This design comes from an exercise in tuning for small area and a short achievable clock period on the open sky130 flow, not from production work. Function was checked by simulation only, so behaviour that the tests miss may differ from the original.

==> design.v <==
`timescale 1ns / 1ps
module ALU_ACC(
    input         clk,
    input         rst_n,
    input         C8,     
    input         C9,     
    input         C13,    
    input         C15,    
    input         C16,    
    input         C17,    
    input         C18,    
    input         C19,    
    input         C20,    
    input         C21,    
    input  [15:0] BR_out,
    output [15:0] ALU_out,
    output reg [3:0] ALUflags  
    );
    reg [15:0] ACC;
    assign ALU_out = ACC;
    wire [16:0] sum  = {1'b0, ACC} + {1'b0, BR_out};
    wire [16:0] diff = {1'b0, ACC} - {1'b0, BR_out};
    wire add_of = (ACC[15] == BR_out[15]) && (sum[15] != ACC[15]);
    wire sub_of = (ACC[15] != BR_out[15]) && (diff[15] != ACC[15]);
    wire [15:0] prod;
    wire        mul_of;
    mul16 u_mul(.a(ACC), .b(BR_out), .p(prod), .of(mul_of));
    wire [15:0] quot;
    div16 u_div(.a(ACC), .d(BR_out), .q(quot));
    wire quot_z = diff[16];
    wire [15:0] shr = {1'b0, ACC[15:1]};
    wire [15:0] shl = {ACC[14:0], 1'b0};
    wire [15:0] band = ACC & BR_out;
    wire [15:0] bor  = ACC | BR_out;
    wire [15:0] bnot = ~ACC;
    wire n8  = ~C8;
    wire s9  = n8 & C9;
    wire n9  = n8 & ~C9;
    wire s13 = n9 & C13;
    wire n13 = n9 & ~C13;
    wire s15 = n13 & C15;
    wire n15 = n13 & ~C15;
    wire s16 = n15 & C16;
    wire n16 = n15 & ~C16;
    wire s17 = n16 & C17;
    wire n17 = n16 & ~C17;
    wire s18 = n17 & C18;
    wire n18 = n17 & ~C18;
    wire s19 = n18 & C19;
    wire n19 = n18 & ~C19;
    wire s20 = n19 & C20;
    wire n20 = n19 & ~C20;
    wire s21 = n20 & C21;
    wire hold = n20 & ~C21;
    wire [15:0] acc_n =
          ({16{hold}} & ACC)
        | ({16{s9}}   & sum[15:0])
        | ({16{s13}}  & diff[15:0])
        | ({16{s15}}  & prod)
        | ({16{s16}}  & quot)
        | ({16{s17}}  & shr)
        | ({16{s18}}  & shl)
        | ({16{s19}}  & band)
        | ({16{s20}}  & bor)
        | ({16{s21}}  & bnot);
    wire zf_n = (hold & ALUflags[3]) | C8
        | (s9  & ~|sum[15:0])
        | (s13 & ~|diff[15:0])
        | (s15 & ~|prod)
        | (s16 & quot_z)
        | (s17 & ~|ACC[15:1])
        | (s18 & ~|ACC[14:0])
        | (s19 & ~|band)
        | (s20 & ~|bor)
        | (s21 & &ACC);
    wire cf_n = (hold & ALUflags[2]) | (s9 & sum[16]) | (s13 & diff[16]);
    wire of_n = (hold & ALUflags[1]) | (s9 & add_of) | (s13 & sub_of) | (s15 & mul_of);
    wire sf_n = (hold & ALUflags[0])
        | (s9  & sum[15])
        | (s13 & diff[15])
        | (s15 & prod[15])
        | (s16 & quot[15])
        | (s18 & ACC[14])
        | (s19 & band[15])
        | (s20 & bor[15])
        | (s21 & ~ACC[15]);
    always @(posedge clk or negedge rst_n) begin
        if (!rst_n) begin
            ACC      <= 16'b0;
            ALUflags <= 4'b0;
        end
        else begin
            ACC      <= acc_n;
            ALUflags <= {zf_n, cf_n, of_n, sf_n};
        end
    end
endmodule
module mul16(input [15:0] a, input [15:0] b, output [15:0] p, output of);
  wire [16:0] l = {a[15], a} * {b[15], b};
  assign p = l[15:0];
  wire [15:1] ta, tb;
  genvar k;
  generate for (k = 1; k <= 15; k = k + 1) begin : th
    assign ta[k] = |(a[15:k-1] ^ {(17-k){a[15]}});
    assign tb[k] = |(b[15:k-1] ^ {(17-k){b[15]}});
  end endgenerate
  wire big = (ta[2]&tb[15]) | (ta[3]&tb[14]) | (ta[4]&tb[13]) | (ta[5]&tb[12]) | (ta[6]&tb[11]) |
             (ta[7]&tb[10]) | (ta[8]&tb[9]) | (ta[9]&tb[8]) | (ta[10]&tb[7]) | (ta[11]&tb[6]) |
             (ta[12]&tb[5]) | (ta[13]&tb[4]) | (ta[14]&tb[3]) | (ta[15]&tb[2]);
  assign of = big | (l[16] ^ l[15]);
endmodule
module div16(input [15:0] a, input [15:0] d, output [15:0] q);
  wire [19:0] m1 = {4'd0, d};
  wire [19:0] m2 = {m1[18:0], 1'b0};
  wire [19:0] m3 = m2 + m1;
  wire [1:0] c0 = a[15:14];
  wire [2:0] df0_1 = {1'b0, c0} - {1'b0, m1[1:0]};
  wire ge0_1 = (~|m1[19:2]) & ~df0_1[2];
  wire [2:0] df0_2 = {1'b0, c0} - {1'b0, m2[1:0]};
  wire ge0_2 = (~|m2[19:2]) & ~df0_2[2];
  wire [2:0] df0_3 = {1'b0, c0} - {1'b0, m3[1:0]};
  wire ge0_3 = (~|m3[19:2]) & ~df0_3[2];
  wire [1:0] r0 = ({2{~ge0_1}} & c0[1:0]) | ({2{(ge0_1 & ~ge0_2)}} & df0_1[1:0]) | ({2{(ge0_2 & ~ge0_3)}} & df0_2[1:0]) | ({2{ge0_3}} & df0_3[1:0]);
  assign q[14] = (ge0_1 & ~ge0_2) | ge0_3;
  assign q[15] = (ge0_2 & ~ge0_3) | ge0_3;
  wire [3:0] c1 = {r0[1:0], a[13:12]};
  wire [4:0] df1_1 = {1'b0, c1} - {1'b0, m1[3:0]};
  wire ge1_1 = (~|m1[19:4]) & ~df1_1[4];
  wire [4:0] df1_2 = {1'b0, c1} - {1'b0, m2[3:0]};
  wire ge1_2 = (~|m2[19:4]) & ~df1_2[4];
  wire [4:0] df1_3 = {1'b0, c1} - {1'b0, m3[3:0]};
  wire ge1_3 = (~|m3[19:4]) & ~df1_3[4];
  wire [3:0] r1 = ({4{~ge1_1}} & c1[3:0]) | ({4{(ge1_1 & ~ge1_2)}} & df1_1[3:0]) | ({4{(ge1_2 & ~ge1_3)}} & df1_2[3:0]) | ({4{ge1_3}} & df1_3[3:0]);
  assign q[12] = (ge1_1 & ~ge1_2) | ge1_3;
  assign q[13] = (ge1_2 & ~ge1_3) | ge1_3;
  wire [5:0] c2 = {r1[3:0], a[11:10]};
  wire [6:0] df2_1 = {1'b0, c2} - {1'b0, m1[5:0]};
  wire ge2_1 = (~|m1[19:6]) & ~df2_1[6];
  wire [6:0] df2_2 = {1'b0, c2} - {1'b0, m2[5:0]};
  wire ge2_2 = (~|m2[19:6]) & ~df2_2[6];
  wire [6:0] df2_3 = {1'b0, c2} - {1'b0, m3[5:0]};
  wire ge2_3 = (~|m3[19:6]) & ~df2_3[6];
  wire [5:0] r2 = ({6{~ge2_1}} & c2[5:0]) | ({6{(ge2_1 & ~ge2_2)}} & df2_1[5:0]) | ({6{(ge2_2 & ~ge2_3)}} & df2_2[5:0]) | ({6{ge2_3}} & df2_3[5:0]);
  assign q[10] = (ge2_1 & ~ge2_2) | ge2_3;
  assign q[11] = (ge2_2 & ~ge2_3) | ge2_3;
  wire [7:0] c3 = {r2[5:0], a[9:8]};
  wire [8:0] df3_1 = {1'b0, c3} - {1'b0, m1[7:0]};
  wire ge3_1 = (~|m1[19:8]) & ~df3_1[8];
  wire [8:0] df3_2 = {1'b0, c3} - {1'b0, m2[7:0]};
  wire ge3_2 = (~|m2[19:8]) & ~df3_2[8];
  wire [8:0] df3_3 = {1'b0, c3} - {1'b0, m3[7:0]};
  wire ge3_3 = (~|m3[19:8]) & ~df3_3[8];
  wire [7:0] r3 = ({8{~ge3_1}} & c3[7:0]) | ({8{(ge3_1 & ~ge3_2)}} & df3_1[7:0]) | ({8{(ge3_2 & ~ge3_3)}} & df3_2[7:0]) | ({8{ge3_3}} & df3_3[7:0]);
  assign q[8] = (ge3_1 & ~ge3_2) | ge3_3;
  assign q[9] = (ge3_2 & ~ge3_3) | ge3_3;
  wire [9:0] c4 = {r3[7:0], a[7:6]};
  wire [10:0] df4_1 = {1'b0, c4} - {1'b0, m1[9:0]};
  wire ge4_1 = (~|m1[19:10]) & ~df4_1[10];
  wire [10:0] df4_2 = {1'b0, c4} - {1'b0, m2[9:0]};
  wire ge4_2 = (~|m2[19:10]) & ~df4_2[10];
  wire [10:0] df4_3 = {1'b0, c4} - {1'b0, m3[9:0]};
  wire ge4_3 = (~|m3[19:10]) & ~df4_3[10];
  wire [9:0] r4 = ({10{~ge4_1}} & c4[9:0]) | ({10{(ge4_1 & ~ge4_2)}} & df4_1[9:0]) | ({10{(ge4_2 & ~ge4_3)}} & df4_2[9:0]) | ({10{ge4_3}} & df4_3[9:0]);
  assign q[6] = (ge4_1 & ~ge4_2) | ge4_3;
  assign q[7] = (ge4_2 & ~ge4_3) | ge4_3;
  wire [11:0] c5 = {r4[9:0], a[5:4]};
  wire [12:0] df5_1 = {1'b0, c5} - {1'b0, m1[11:0]};
  wire ge5_1 = (~|m1[19:12]) & ~df5_1[12];
  wire [12:0] df5_2 = {1'b0, c5} - {1'b0, m2[11:0]};
  wire ge5_2 = (~|m2[19:12]) & ~df5_2[12];
  wire [12:0] df5_3 = {1'b0, c5} - {1'b0, m3[11:0]};
  wire ge5_3 = (~|m3[19:12]) & ~df5_3[12];
  wire [11:0] r5 = ({12{~ge5_1}} & c5[11:0]) | ({12{(ge5_1 & ~ge5_2)}} & df5_1[11:0]) | ({12{(ge5_2 & ~ge5_3)}} & df5_2[11:0]) | ({12{ge5_3}} & df5_3[11:0]);
  assign q[4] = (ge5_1 & ~ge5_2) | ge5_3;
  assign q[5] = (ge5_2 & ~ge5_3) | ge5_3;
  wire [13:0] c6 = {r5[11:0], a[3:2]};
  wire [14:0] df6_1 = {1'b0, c6} - {1'b0, m1[13:0]};
  wire ge6_1 = (~|m1[19:14]) & ~df6_1[14];
  wire [14:0] df6_2 = {1'b0, c6} - {1'b0, m2[13:0]};
  wire ge6_2 = (~|m2[19:14]) & ~df6_2[14];
  wire [14:0] df6_3 = {1'b0, c6} - {1'b0, m3[13:0]};
  wire ge6_3 = (~|m3[19:14]) & ~df6_3[14];
  wire [13:0] r6 = ({14{~ge6_1}} & c6[13:0]) | ({14{(ge6_1 & ~ge6_2)}} & df6_1[13:0]) | ({14{(ge6_2 & ~ge6_3)}} & df6_2[13:0]) | ({14{ge6_3}} & df6_3[13:0]);
  assign q[2] = (ge6_1 & ~ge6_2) | ge6_3;
  assign q[3] = (ge6_2 & ~ge6_3) | ge6_3;
  wire [15:0] c7 = {r6[13:0], a[1:0]};
  wire [16:0] df7_1 = {1'b0, c7} - {1'b0, m1[15:0]};
  wire ge7_1 = (~|m1[19:16]) & ~df7_1[16];
  wire [16:0] df7_2 = {1'b0, c7} - {1'b0, m2[15:0]};
  wire ge7_2 = (~|m2[19:16]) & ~df7_2[16];
  wire [16:0] df7_3 = {1'b0, c7} - {1'b0, m3[15:0]};
  wire ge7_3 = (~|m3[19:16]) & ~df7_3[16];
  assign q[0] = (ge7_1 & ~ge7_2) | ge7_3;
  assign q[1] = (ge7_2 & ~ge7_3) | ge7_3;
endmodule
`timescale 1ns / 1ps
    module BR(
    input clk,
    input rst_n,
    input C7,
    input [15:0] MBR_out,
    output [15:0] BR_out
    );
    reg [15:0] BRr;
    assign BR_out = BRr;
    always@(posedge clk or negedge rst_n) begin
        if(!rst_n) begin
            BRr <= 16'b0;
        end
        else begin
            if(C7) begin
                BRr <= MBR_out;  
            end
            else begin
                BRr <= BRr;
            end
        end
    end
endmodule
`timescale 1ns / 1ps
module IR(
    input clk,
    input rst_n,
    input C4,
    input [15:0] MBR_out,
    output [7:0] IR_out
    );
    reg [7:0] IRr;
    assign IR_out = IRr;
    always@(posedge clk or negedge rst_n) begin
        if(!rst_n) begin
            IRr <= 8'b0;
        end
        else begin
            if(C4) begin
                IRr <= MBR_out[15:8];
            end
            else begin
                IRr <= IRr;
            end
        end
    end
endmodule
`timescale 1ns / 1ps
module MAR(
    input clk,
    input rst_n,
    input C5,
    input C10,
    input [15:0] MBR_out,
    input [7:0] PC_out,
    output [7:0] MAR_out_memory
    );
    reg [7:0] MARr;
    assign MAR_out_memory = MARr;
    always@(posedge clk or negedge rst_n) begin
        if(!rst_n) begin
            MARr <= 8'b0;
        end
        else begin
            if(C5) begin
                MARr <= MBR_out[7:0];
            end
            else if(C10) begin
                MARr <= PC_out;
            end
            else begin
                MARr <= MARr;
            end
        end
    end
endmodule
`timescale 1ns / 1ps
module MBR(
    input clk,
    input rst_n,
    input C3,
    input C11,
    input C12,
    input [15:0] ALU_out,
    input [15:0] MBR_in_memory,
    output [15:0] MBR_out,
    output reg [15:0] MBR_out_memory
    );
    reg [15:0] MBRr;
    assign MBR_out = MBRr;
    always@(posedge clk or negedge rst_n) begin
        if(!rst_n) begin
            MBRr <= 16'b0;
        end
        else begin
            if(C3) begin
                MBRr <= MBR_in_memory;
            end
            else if(C12) begin
                MBRr <= ALU_out;
            end
            else begin
                MBRr <= MBRr;
            end
            if(C11) begin
                MBR_out_memory <= MBRr;
            end
        end
    end
endmodule
`timescale 1ns / 1ps
module PC(
    input clk,
    input rst_n,
    input C6,
    input C14,
    input [15:0] MBR_out,
    output [7:0] PC_out
    );
    reg [7:0] PCr;
    assign PC_out = PCr;
    always@(posedge clk or negedge rst_n) begin
        if(!rst_n) begin
            PCr <= 8'b0;
        end
        else begin
            if(C14) begin
                PCr <= MBR_out[15:8];  
            end
            else if(C6) begin
                PCr <= PCr + 1'b1;  
            end
            else begin
                PCr <= PCr;
            end
        end
    end
endmodule
`timescale 1ns / 1ps
module bitcruncher_dp(
    input         clk,
    input         rst_n,
    input  [21:0] ctrl,             
    input  [15:0] MBR_in_memory,
    output [7:0]  MAR_out_memory,
    output [15:0] MBR_out_memory,
    output [7:0]  IR_out,
    output [3:0]  ALUflags
    );
    wire [21:0] Control_Signals = ctrl;
    wire [15:0] MBR_out;
    wire [15:0] BR_out;
    wire [15:0] ALU_out;
    wire [7:0]  PC_out;
    MAR u_MAR(
    .clk     ( clk     ),
    .rst_n   ( rst_n   ),
    .C5      ( Control_Signals[5]  ),
    .C10     ( Control_Signals[10] ),
    .MBR_out ( MBR_out ),
    .PC_out  ( PC_out  ),
    .MAR_out_memory ( MAR_out_memory )
    );
    MBR u_MBR(
    .clk           ( clk           ),
    .rst_n         ( rst_n         ),
    .C3            ( Control_Signals[3]  ),
    .C11           ( Control_Signals[11] ),
    .C12           ( Control_Signals[12] ),
    .ALU_out       ( ALU_out       ),
    .MBR_in_memory ( MBR_in_memory ),
    .MBR_out       ( MBR_out       ),
    .MBR_out_memory ( MBR_out_memory )
    );
    ALU_ACC u_ALU_ACC(
    .clk     ( clk     ),
    .rst_n   ( rst_n   ),
    .C8      ( Control_Signals[8]  ),
    .C9      ( Control_Signals[9]  ),
    .C13     ( Control_Signals[13] ),
    .C15     ( Control_Signals[15] ),
    .C16     ( Control_Signals[16] ),
    .C17     ( Control_Signals[17] ),
    .C18     ( Control_Signals[18] ),
    .C19     ( Control_Signals[19] ),
    .C20     ( Control_Signals[20] ),
    .C21     ( Control_Signals[21] ),
    .BR_out  ( BR_out  ),
    .ALU_out ( ALU_out ),
    .ALUflags ( ALUflags )
    );
    PC u_PC(
    .clk     ( clk     ),
    .rst_n   ( rst_n   ),
    .C6      ( Control_Signals[6]  ),
    .C14     ( Control_Signals[14] ),
    .MBR_out ( MBR_out ),
    .PC_out  ( PC_out  )
    );
    IR u_IR(
    .clk     ( clk     ),
    .rst_n   ( rst_n   ),
    .C4      ( Control_Signals[4] ),
    .MBR_out ( MBR_out ),
    .IR_out  ( IR_out  )
    );
    BR u_BR(
    .clk     ( clk     ),
    .rst_n   ( rst_n   ),
    .C7      ( Control_Signals[7] ),
    .MBR_out ( MBR_out ),
    .BR_out  ( BR_out  )
    );
endmodule
==> run.sh <==
#!/bin/bash
# synth_recipe.tcl (not shown) runs the flow's synth.tcl, then flattens the netlist and writes it again
# the make line also repeats each setting of config.mk as NAME=value (left out here)
make -C /OpenROAD-flow-scripts/flow DESIGN_CONFIG=/design/flow/config.mk WORK_HOME=/design/flow/orfs CLKGATE_MAP_FILE= SYNTH_SCRIPT=/design/flow/synth_recipe.tcl finish
==> config.mk <==
export PLATFORM = sky130hd
export DESIGN_NAME = bitcruncher_dp
export DESIGN_NICKNAME = bitcruncher_dp
export VERILOG_FILES = /design/flow/design.v
export SDC_FILE = /design/flow/constraint.sdc
export NUM_CORES = 4
export LEC_CHECK = 0
export CAP_MARGIN = 20
export CORE_MARGIN = 2
export CORE_UTILIZATION = 65
export SLEW_MARGIN = 20
==> constraint.sdc <==
create_clock -name core_clock -period 40.0 [get_ports {clk}]
set_input_delay 8.0000 -clock core_clock [delete_from_list [all_inputs] [get_ports {clk}]]
set_output_delay 8.0000 -clock core_clock [all_outputs]
set_load 0.01 [all_outputs]
==> out/metrics.csv, run 1 <==
stage;metric;value;unit
run_status;status;complete, no violations;
layout;Fill cells;2655;
worst_hold_path;worst min path class;reg -> reg;
run;max-cap violations;0;
worst_setup_path;CP required;40220;ps
synth;Primary FF master, synth;dfrtp_1;
sta;Final setup viols;0;
placed_design;hpwl dp;58.8;mm
sta;Max transition margin;23.6;%
synth;sequential-to-total area share from yosys stat;11.1;%
synth;synth warn;6;
sta;skew final;6.54;ps
floorplanning;core box area;32500;um2
worst_setup_path;critical path's most frequent cell;o21ai_0;
clock_network;Clock Path Buffers;2;
synth;number of flops mapped to enable cells by yosys;16;
sta;Final Slew Violations;0;
sta;FMAX;40.2;MHz
grt;initial antenna violation count;3;
worst_setup_path;critical path type;reg -> reg;
synth;most common cell in the netlist;ha_1;
clock_network;number of setup buffers added after CTS;0;
synth;Area contributors post-synth;ha_1 21%, fa_1 11%, dfrtp_1 8.9%;
floorplanning;Vert. Die Dim;185;um
clock_network;cts hold-fix bufs;0;
placed_design;pre-CTS WS;16220;ps
detailed_routing;# DRC;0;
synth;Commonest cells post-synth;359 x ha_1, 234 x inv_1, 231 x nand2_1;
synth;mapped cell area;21400;um2
clock_network;total clock sinks;92;
worst_setup_path;crit path max-delay cell type;a21oi_1;
detailed_routing;Final ANT Viol Nets;0;
clock_network;H-tree Lvls;3;
detailed_routing;wire length per cell;25.1;um
clock_network;Clock Pin Slew Worst Setup and Hold Paths;70;ps
clock_network;Num CTS Buffers;9;
sta;setup TNS;0;ps
sta;Final Cycle Share;62.2;%
layout;Layout area overhead;7.31;%
layout;Finished Layout Cells;3161;
worst_setup_path;Largest stage delay, worst path;860;ps
layout;nets@finish;3227;
synth;largest area contributor in the netlist;ha_1;
detailed_routing;vias per cell;6.91;
synth;flip-flop and latch count after synthesis;92;
worst_setup_path;CP max FO;16;
detailed_routing;initial detailed-routing violation count;2701;
floorplanning;DIE WIDTH;185;um
placed_design;Inst Count DP;3141;
layout;fraction of layout cells with a size suffix above 1;4.23;%
synth;post-synthesis net count;3192;
worst_setup_path;CP startpoint kind;register;
placed_design;Routability Congestion;1.02;
worst_setup_path;crit end category;register;
sta;crit path time final;24880;ps
detailed_routing;final WL;79.2;mm
sta;fin worst setup slack;15120;ps
synth;Avg Inst Size Synth;8.00;um2
grt;largest net degree at the start of global routing;76;
clock_network;CTS root buf;clkbuf_16;
sta;RSZ-0062 raised after global routing;no;
grt;vias in the first global route;21000;
floorplanning;Die ar.;34400;um2
detailed_routing;vias;21800;
sta;Slew @ Worst Pin;1130;ps
synth;Async S/R FF share, synth;82.6;%
detailed_routing;1st-pass router iterations;9;
clock_network;CTS tree;yes;
floorplanning;Std-Cell Rows;66;
grt;first-pass GRT wire length;120;mm
clock_network;later-pin clock latency in the skew report;360;ps
clock_network;Resized cells post-CTS;0;
grt;Tot GR Track Use;45.9;%
worst_setup_path;Critical Path AT;25090;ps
synth;Synth cell types;95;
sta;Hold Vio Cnt, Final;0;
sta;worst hold margin;513;ps
placed_design;Port Buf Inserts;72;
floorplanning;Ports;76;
floorplanning;initial core utilization;66.0;%
grt;grt ovf;0;
synth;Synth Instances;2676;
synth;Synth top area share;21.0;%
## placed cells by master, fill, tap and decap left out, types with 10 or more instances in the layout
master           instances
ha_1                   359
inv_1                  234
nand2_1                231
nor2_1                 197
o21ai_0                183
a21oi_1                161
xnor2_1                119
fa_1                   117
nor3_1                  86
xor2_1                  78
dfrtp_1                 76
clkdlybuf4s50_1         71
nand3_1                 67
a21o_1                  53
nor2b_1                 49
buf_4                   47
o21a_1                  38
mux2i_1                 30
o211ai_1                28
nand4_1                 25
and3_1                  20
nand2b_1                20
nor4_1                  20
o31ai_1                 19
or3_1                   19
a221o_1                 19
a221oi_1                18
a211oi_1                18
a31oi_1                 17
and2_1                  16
edfxtp_1                16
a21boi_0                15
o41ai_1                 13
or2_2                   12
o21ai_1                 10
o31a_1                  10
a22oi_1                 10
mux2_2                  10
clkbuf_16               10
## flip-flops by register name, indices dropped and copies added, names as in the netlist
register / flops
u_MBR.MBRr: 16
u_PC.PCr: 8
u_BR.BRr: 16
u_IR.IRr: 8
u_MBR.MBR_out_memory: 16
u_MAR.MARr: 8
u_ALU_ACC.ACC: 16
u_ALU_ACC.ALUflags: 4
## logic make-up after synthesis
logic type                 Yosys count  synth area share, %
AOI/OAI and AO/OA                  721                 22.5
xor gates and xnor gates           197                 8.06
adders and majority gates          476                 31.9
buffers and inverters              339                 6.06
DFF                                 92                 11.1
muxes                               40                 1.93
and+or+nand+nor                    811                 18.4
## layer usage
layer / vias up / wire [um] / global-route usage, %
li1: 9641 / - / -
met1: 10300 / 29200 / 56.5
met2: 1481 / 33600 / 69.3
met3: 423 / 9500 / 11.1
met4: 2 / 6970 / 35.4
met5: - / 11 / 0
## worst max-delay path: cells and delay by family, from the launching register on
family | cells | cell delay [ps]
adders and majority gates | 8 | 2730
AOI/OAI and AO/OA | 53 | 14440
and+or+nand+nor | 18 | 4490
DFF | 1 | 810
xor gates and xnor gates | 1 | 620
buffers and inverters | 6 | 1520
## cell type report
cell class	instances	area, um2	area share, %
multi-input combinational	2245	17700	77.2
clock inverter	5	50.0	0.218
tap	442	553	2.41
antenna	3	7.51	0.0327
clock buffer	11	254	1.11
inverter	244	916	3.99
sequential	92	2380	10.4
timing repair buffer	119	1070	4.65
## path summary, 6_finish.rpt
kind	startpoint	to	slack [ps]	cells after the start
worst min-delay path	u_IR.IRr[0]	u_IR.IRr[0]	510	1
worst min register to register	u_IR.IRr[0]	u_IR.IRr[0]	510	1
max in group asynchronous	rst_n	u_ALU_ACC.ACC[15]	31410	2
worst max-delay path	u_BR.BRr[5]	u_ALU_ACC.ACC[0]	15120	86
worst max register to register	u_BR.BRr[5]	u_ALU_ACC.ACC[0]	15120	86
min in group asynchronous	rst_n	u_MAR.MARr[2]	7420	1
## stage by stage
| step | area [um2] | utilization, % |
|---|---|---|
| 6_report | 23000 | 70.8 |
| 5_1_grt | 23000 | 70.8 |
| 4_1_cts | 23000 | 70.7 |
| 3_5_place_dp | 22700 | 69.8 |
| 3_3_place_gp | 22700 | 69.8 |
| 2_1_floorplan | 21400 | - |
==> inputs of run 2 (changes only) <==
--- a/config.mk
+++ b/config.mk
@@ -9,3 +9,3 @@
 export CORE_MARGIN = 2
-export CORE_UTILIZATION = 65
+export CORE_UTILIZATION = 40
 export SLEW_MARGIN = 20
==> run 2 against run 1 <==
Compared with the run above: still clean on timing, DRC and antenna; first-iteration DRC count shrank 24%; maximum frequency grew 2.7%; count of clock-buffer cells in the layout shrank 2; critical path depth shrank 1; routed wire length grew 3.7%.
==> out/metrics.csv, run 2 <==
stage;metric;value;unit
layout;most frequent cells in the layout;359 x ha_1, 234 x inv_1, 231 x nand2_1;
synth;flip-flop and latch count after synthesis;92;
clock_network;CTS tree;yes;
floorplanning;Std-Cell Rows;84;
synth;Avg Inst Size Synth;8.00;um2
synth;post-synthesis net count;3192;
synth;mapped cell area;21400;um2
synth;Async S/R FF share, synth;82.6;%
worst_setup_path;Largest stage delay, worst path;1000;ps
worst_setup_path;reg2reg end;u_ALU_ACC.ACC[0];
worst_hold_path;WHS Path Cells;1;
placed_design;Routability Congestion;0.986;
clock_network;cts hold-fix bufs;0;
worst_setup_path;Critical Path AT;24430;ps
synth;largest area contributor in the netlist;ha_1;
floorplanning;Ports;76;
sta;Final setup viols;0;
sta;skew final;12.2;ps
layout;Fill cells;5271;
detailed_routing;# DRC;0;
worst_hold_path;worst min path class;reg -> reg;
sta;Hold Vio Cnt, Final;0;
synth;Area contributors post-synth;ha_1 21%, fa_1 11%, dfrtp_1 8.9%;
layout;nets@finish;3236;
run_status;status;complete, no violations;
synth;Synth Instances;2676;
placed_design;hpwl dp;62.6;mm
detailed_routing;vias per cell;6.19;
worst_setup_path;Reg2Reg Depth;85;
sta;Final Cycle Share;60.5;%
layout;Layout area overhead;9.15;%
sta;RSZ-0062 raised after global routing;no;
worst_setup_path;critical path type;reg -> reg;
grt;initial antenna violation count;3;
layout;Finished Layout Cells;3416;
grt;first-pass GRT wire length;124;mm
clock_network;H-tree Lvls;3;
grt;largest net degree at the start of global routing;78;
sta;FMAX;41.3;MHz
clock_network;later-pin clock latency in the skew report;360;ps
grt;Tot GR Track Use;28.9;%
worst_setup_path;CP required;40220;ps
detailed_routing;wire length per cell;24.0;um
worst_setup_path;crit path max-delay cell type;o311ai_0;
synth;Synth cell types;95;
clock_network;Clock Pin Slew Worst Setup and Hold Paths;90;ps
floorplanning;core box area;52800;um2
sta;Slew @ Worst Pin;1090;ps
clock_network;total clock sinks;92;
synth;Synth top area share;21.0;%
detailed_routing;initial detailed-routing violation count;2040;
floorplanning;DIE WIDTH;235;um
sta;crit path time final;24220;ps
sta;setup TNS;0;ps
sta;Final Slew Violations;0;
synth;sequential-to-total area share from yosys stat;11.1;%
synth;Primary FF master, synth;dfrtp_1;
detailed_routing;final WL;82.2;mm
clock_network;Num CTS Buffers;9;
clock_network;CTS root buf;clkbuf_16;
clock_network;Clock Path Buffers;2;
detailed_routing;vias;21100;
placed_design;Inst Count DP;3397;
synth;Commonest cells post-synth;359 x ha_1, 234 x inv_1, 231 x nand2_1;
synth;synth warn;6;
floorplanning;Die ar.;55400;um2
clock_network;number of setup buffers added after CTS;0;
worst_setup_path;crit end category;register;
run;max-cap violations;0;
grt;vias in the first global route;20500;
worst_setup_path;CP max FO;18;
worst_hold_path;hold path endpoint;u_IR.IRr[3];
worst_hold_path;hold path startpoint;u_IR.IRr[3];
worst_setup_path;reg2reg setup slack;15790;ps
grt;grt ovf;0;
clock_network;Resized cells post-CTS;0;
worst_setup_path;critical path's most frequent cell;o21ai_0;
worst_setup_path;reg2reg start;u_BR.BRr[2];
synth;number of flops mapped to enable cells by yosys;16;
synth;most common cell in the netlist;ha_1;
detailed_routing;1st-pass router iterations;8;
worst_setup_path;CP startpoint kind;register;
placed_design;Port Buf Inserts;72;
floorplanning;initial core utilization;40.6;%
layout;fraction of layout cells with a size suffix above 1;4.62;%
layout;commonest non-fill, non-tap cell in the layout;ha_1;
floorplanning;Vert. Die Dim;235;um
sta;Max transition margin;26.9;%
detailed_routing;Final ANT Viol Nets;0;
[run 2: cell type report]
type / instances / area, um2 / share of cell area, %
Antenna cell: 3 / 7.51 / 0.0321
Clock buffer: 9 / 225 / 0.964
Clock inverter: 7 / 86.3 / 0.369
Inverter: 244 / 916 / 3.92
Multi-Input combinational cell: 2245 / 17700 / 75.9
Sequential cell: 92 / 2380 / 10.2
Tap cell: 688 / 861 / 3.68
Timing Repair Buffer: 128 / 1140 / 4.89
[run 2: cells by family after synthesis]
group	share of synthesized area, %
mux	1.93
buf+inv	6.06
xor+xnor	8.06
fa+ha+maj	31.9
compound gates	22.5
flops	11.1
simple gates	18.4
[run 2: worst max-delay path by stage]
stage | cells past startpoint | startpoint | to
floorplan | 87 | u_BR.BRr[1] | u_ALU_ACC.ACC[0]
global placement | 87 | u_BR.BRr[2] | u_ALU_ACC.ACC[0]
detailed placement | 85 | u_BR.BRr[2] | u_ALU_ACC.ACC[0]
CTS | 89 | u_BR.BRr[2] | u_ALU_ACC.ACC[0]
global route | 89 | u_BR.BRr[2] | u_ALU_ACC.ACC[0]
finish | 85 | u_BR.BRr[2] | u_ALU_ACC.ACC[0]
[run 2: worst max-delay path: cells and delay by family, from the launching register on]
family	cells	cell delay (ps)
compound gates	52	14380
simple gates	17	4100
xor+xnor	1	460
fa+ha+maj	8	2670
buf+inv	7	2100
flops	1	330
[run 2: layer usage]
| metal | vias up | global-route usage (%) | part of all wire (%) |
|---|---|---|---|
| met5 | - | 0 | 0 |
| met4 | 0 | 12.1 | 4.5 |
| met3 | 233 | 4.75 | 8.2 |
| met2 | 999 | 47.5 | 45 |
| met1 | 10200 | 37.7 | 42 |
| li1 | 9680 | - | - |
[run 2: metrics by stage]
| stage | hold WS [ps] | setup slack (ps) | area, um2 | util (%) |
|---|---|---|---|---|
| final | 513 | 15790 | 23400 | 44.3 |
| after global routing | 536 | 14210 | 23400 | 44.3 |
| after CTS | 515 | 16280 | 23400 | 44.3 |
| after detailed placement | 495 | 16450 | 23000 | 43.7 |
| after global placement | 492 | 16720 | 23000 | 43.7 |
| after floorplan | 467 | 20750 | 21400 | - |

-- separate check: timing with driven ports --
The flow's constraints put no driver on any port. The routed layouts listed below were extracted and timed again, unchanged, in two steps. Step 1, drivers: a clkbuf_16 drives clk and a buf_2 each remaining input, both assumed. Step 2, shift: input delay + t, output delay - t, t = (earliest + latest rising clock arrival at the registers) / 2. This alone moves slack from input paths to output paths. Three values: no drivers, after step 1, after step 2; two values: the first two.
run	t (ns)	setup slack, ns	hold slack, ns	worst setup path at the end
run 1	0.401	15.121 / 15.121 / 15.121	0.513 / 0.513 / 0.513	register to register
run 2	0.400	15.785 / 15.785 / 15.785	0.513 / 0.513 / 0.513	register to register
After both steps setup and hold are still met in every run listed.
